This is an optimization exercise on Yosys and OpenROAD, whose aim is small area and a short achievable clock period, not a production implementation. Only simulation tests tie the RTL to the original design; equivalence was not proved. Power and IR drop assume default switching activity.

## pipelined_regfile_2stage
module pipelined_regfile_2stage(clk, rst, imem_addr, imem_data, dmem_addr, dmem_wdata, dmem_we, dmem_re, dmem_rdata, wb_en, wb_addr, wb_data);
input clk;
input rst;
output [15:0] imem_addr;
input  [15:0] imem_data;
output [15:0] dmem_addr;
output [15:0] dmem_wdata;
output dmem_we;
output dmem_re;
input  [15:0] dmem_rdata;
output wb_en;
output [3:0] wb_addr;
output [15:0] wb_data;
reg  [15:0] pc;
wire [15:0] inst = imem_data;
wire [3:0]  op = inst[15:12];
wire        regdst = (op == 4'b1001) | (op == 4'b1010);
wire        jump = (op == 4'b1011) | (op == 4'b1101);
wire        jr = (op == 4'b1100);
wire [15:0] rdata1, rdata2;
wire [15:0] sel_rs = 16'd1 << inst[7:4];
wire [15:0] sel_rd = 16'd1 << inst[11:8];
wire [15:0] sel_rt = 16'd1 << inst[3:0];
wire        shl = (op == 4'b0100);
wire [15:0] sel2 = regdst ? sel_rd : shl ? 16'd0 : sel_rt;
wire [15:0] pow2 = (shl & ~inst[3]) ? (16'd1 << inst[2:0]) : 16'd0;
reg         wb_wen;
reg  [3:0]  wb_rd;
reg  [15:0] wb_val;
regfile RF0 (.clk(clk), .rst(rst), .wen(wb_wen), .rsel1(sel_rs), .rsel2(sel2), .inj2(pow2),
             .waddr(wb_rd), .wdata(wb_val), .rdata1(rdata1), .rdata2(rdata2));
reg         ex_v;
reg  [3:0]  ex_op, ex_imm, ex_rd;
reg  [15:0] ex_a, ex_b, ex_pc;
always @(posedge clk) begin
  ex_v   <= ~rst;
  ex_op  <= op;
  ex_imm <= inst[3:0];
  ex_rd  <= (op == 4'b1101) ? 4'd15 : inst[11:8];
  ex_a   <= rdata1;
  ex_b   <= rdata2;
  ex_pc  <= pc;
end
wire [15:0] ex_out, ex_aux;
wire        ex_cin, zero;
alu ALU0 (.a(ex_a), .b(ex_b), .pc(ex_pc), .op(ex_op), .imm(ex_imm),
          .out(ex_out), .aux(ex_aux), .cin(ex_cin), .zero(zero));
wire taken = ex_v & (ex_op == 4'b1010) & zero;
wire [15:0] btarget = ex_pc + {{12{ex_imm[3]}}, ex_imm};
wire [15:0] pc_next = jr ? rdata1 :
  ...
For scale: roughly 2,000 cells after synthesis, roughly 400 flip-flops.
export LEC_CHECK = 0
export CAP_MARGIN = 20
export CORE_MARGIN = 2
export CORE_UTILIZATION = 60
export CTS_CLUSTER_DIAMETER = 70
export CTS_CLUSTER_SIZE = 26
export SETUP_SLACK_MARGIN = 3.9
export SLEW_MARGIN = 20
export SYNTH_HIERARCHICAL = 1
create_clock -name core_clock -period 7.0 [get_ports {clk}]
standard.sh (not shown) runs the stock make flow with config.mk's settings and CLKGATE_MAP_FILE= SYNTH_SCRIPT=/design/flow/synth_recipe.tcl, a recipe that flattens the netlist after the stock synthesis.
==> flow/flow/run.sh <==
#!/bin/bash
# The standard layout (standard.sh, unchanged synthesis and steps), with
# plain buffers instead of delay cells on the ports. make's full output goes
# to standard.log here; each step's own log is under orfs/logs/.
set -euo pipefail
export BUFFER_PORTS_ARGS="-buffer_cell sky130_fd_sc_hd__buf_2"
bash standard.sh > standard.log 2>&1
Change:
--- a/flow/config.mk
+++ b/flow/config.mk
@@ -8,7 +8,8 @@
 export CAP_MARGIN = 20
 export CORE_MARGIN = 2
-export CORE_UTILIZATION = 60
-export CTS_CLUSTER_DIAMETER = 70
-export CTS_CLUSTER_SIZE = 26
+export CORE_UTILIZATION = 68
+export CTS_CLUSTER_DIAMETER = 60
+export CTS_CLUSTER_SIZE = 20
+export PLACE_DENSITY = 0.75
 export SETUP_SLACK_MARGIN = 3.9
 export SLEW_MARGIN = 20
=> Via count grows by 1.8%; die area shrinks by 12%; hold slack loses 0.012 ns; area after synthesis stays the same; total power grows by 1.4%; setup slack loses 0.051 ns; global-route usage grows by 3.7 points; final area stays flat; clock-buffer cell count grows by 10; sequential power is about the same.


Setup of P:
pipelined_regfile_2stage again, from the RTL that the note above started with.
export LEC_CHECK = 0
export CAP_MARGIN = 20
export CORE_MARGIN = 2
export CORE_UTILIZATION = 60
export CTS_CLUSTER_DIAMETER = 60
export CTS_CLUSTER_SIZE = 20
export PLACE_DENSITY = 0.8
export SETUP_SLACK_MARGIN = 3.9
export SLEW_MARGIN = 20
export SYNTH_HIERARCHICAL = 1
create_clock -name core_clock -period 7.0 [get_ports {clk}]
Scripts as last shown in full above: flow/flow/run.sh
[inputs] Q vs P
Settings: clearing PLACE_DENSITY, which used to be 0.8; swapping 3.9 for 4.0 in SETUP_SLACK_MARGIN.
### Flow results
- Relative to P, the final cell area reported for Q is higher.
- Number of vias per cell was lower in the run labelled Q.
- Sort P and Q by first-iteration DRC count, ascending, and Q comes first.
- Looking at multi-input combinational area share, Q sits 0.88 points lower than P does.
- Clock period minus worst slack: P and Q compared, higher one is P
- In the flow results for P and Q, the total routed wire length on the met1 layer is larger on Q.

==> what the ideal ports hide <==
The results above use ideal ports. As a check the final layouts listed here were re-extracted and re-timed, cells and wires unchanged. Step 1 assumes that a clkbuf_16 drives the clock port and a buf_2 every other input. Step 2, shift: input delay + t, output delay - t, t = (earliest + latest rising clock arrival at the registers) / 2. This alone moves slack from input paths to output paths. Three values: ideal ports, drivers, drivers and shift; two values: the first two.
run | t (ns) | setup WS [ns] | worst setup path at the end
the first run of note 1 | 0.668 | 3.956 / 3.956 / 3.326 | input to register
the second run of note 1 | 0.682 | 3.905 / 3.921 / 3.238 | input to register
P | 0.659 | 3.908 / 3.927 / 3.283 | input to register
Q | 0.677 | 3.986 / 3.986 / 3.354 | input to register
After both steps every run listed still meets setup and hold. For the second run of note 1, which loses most, drivers alone change the setup slack by +0.016 ns; drivers and shift together by -0.667 ns.
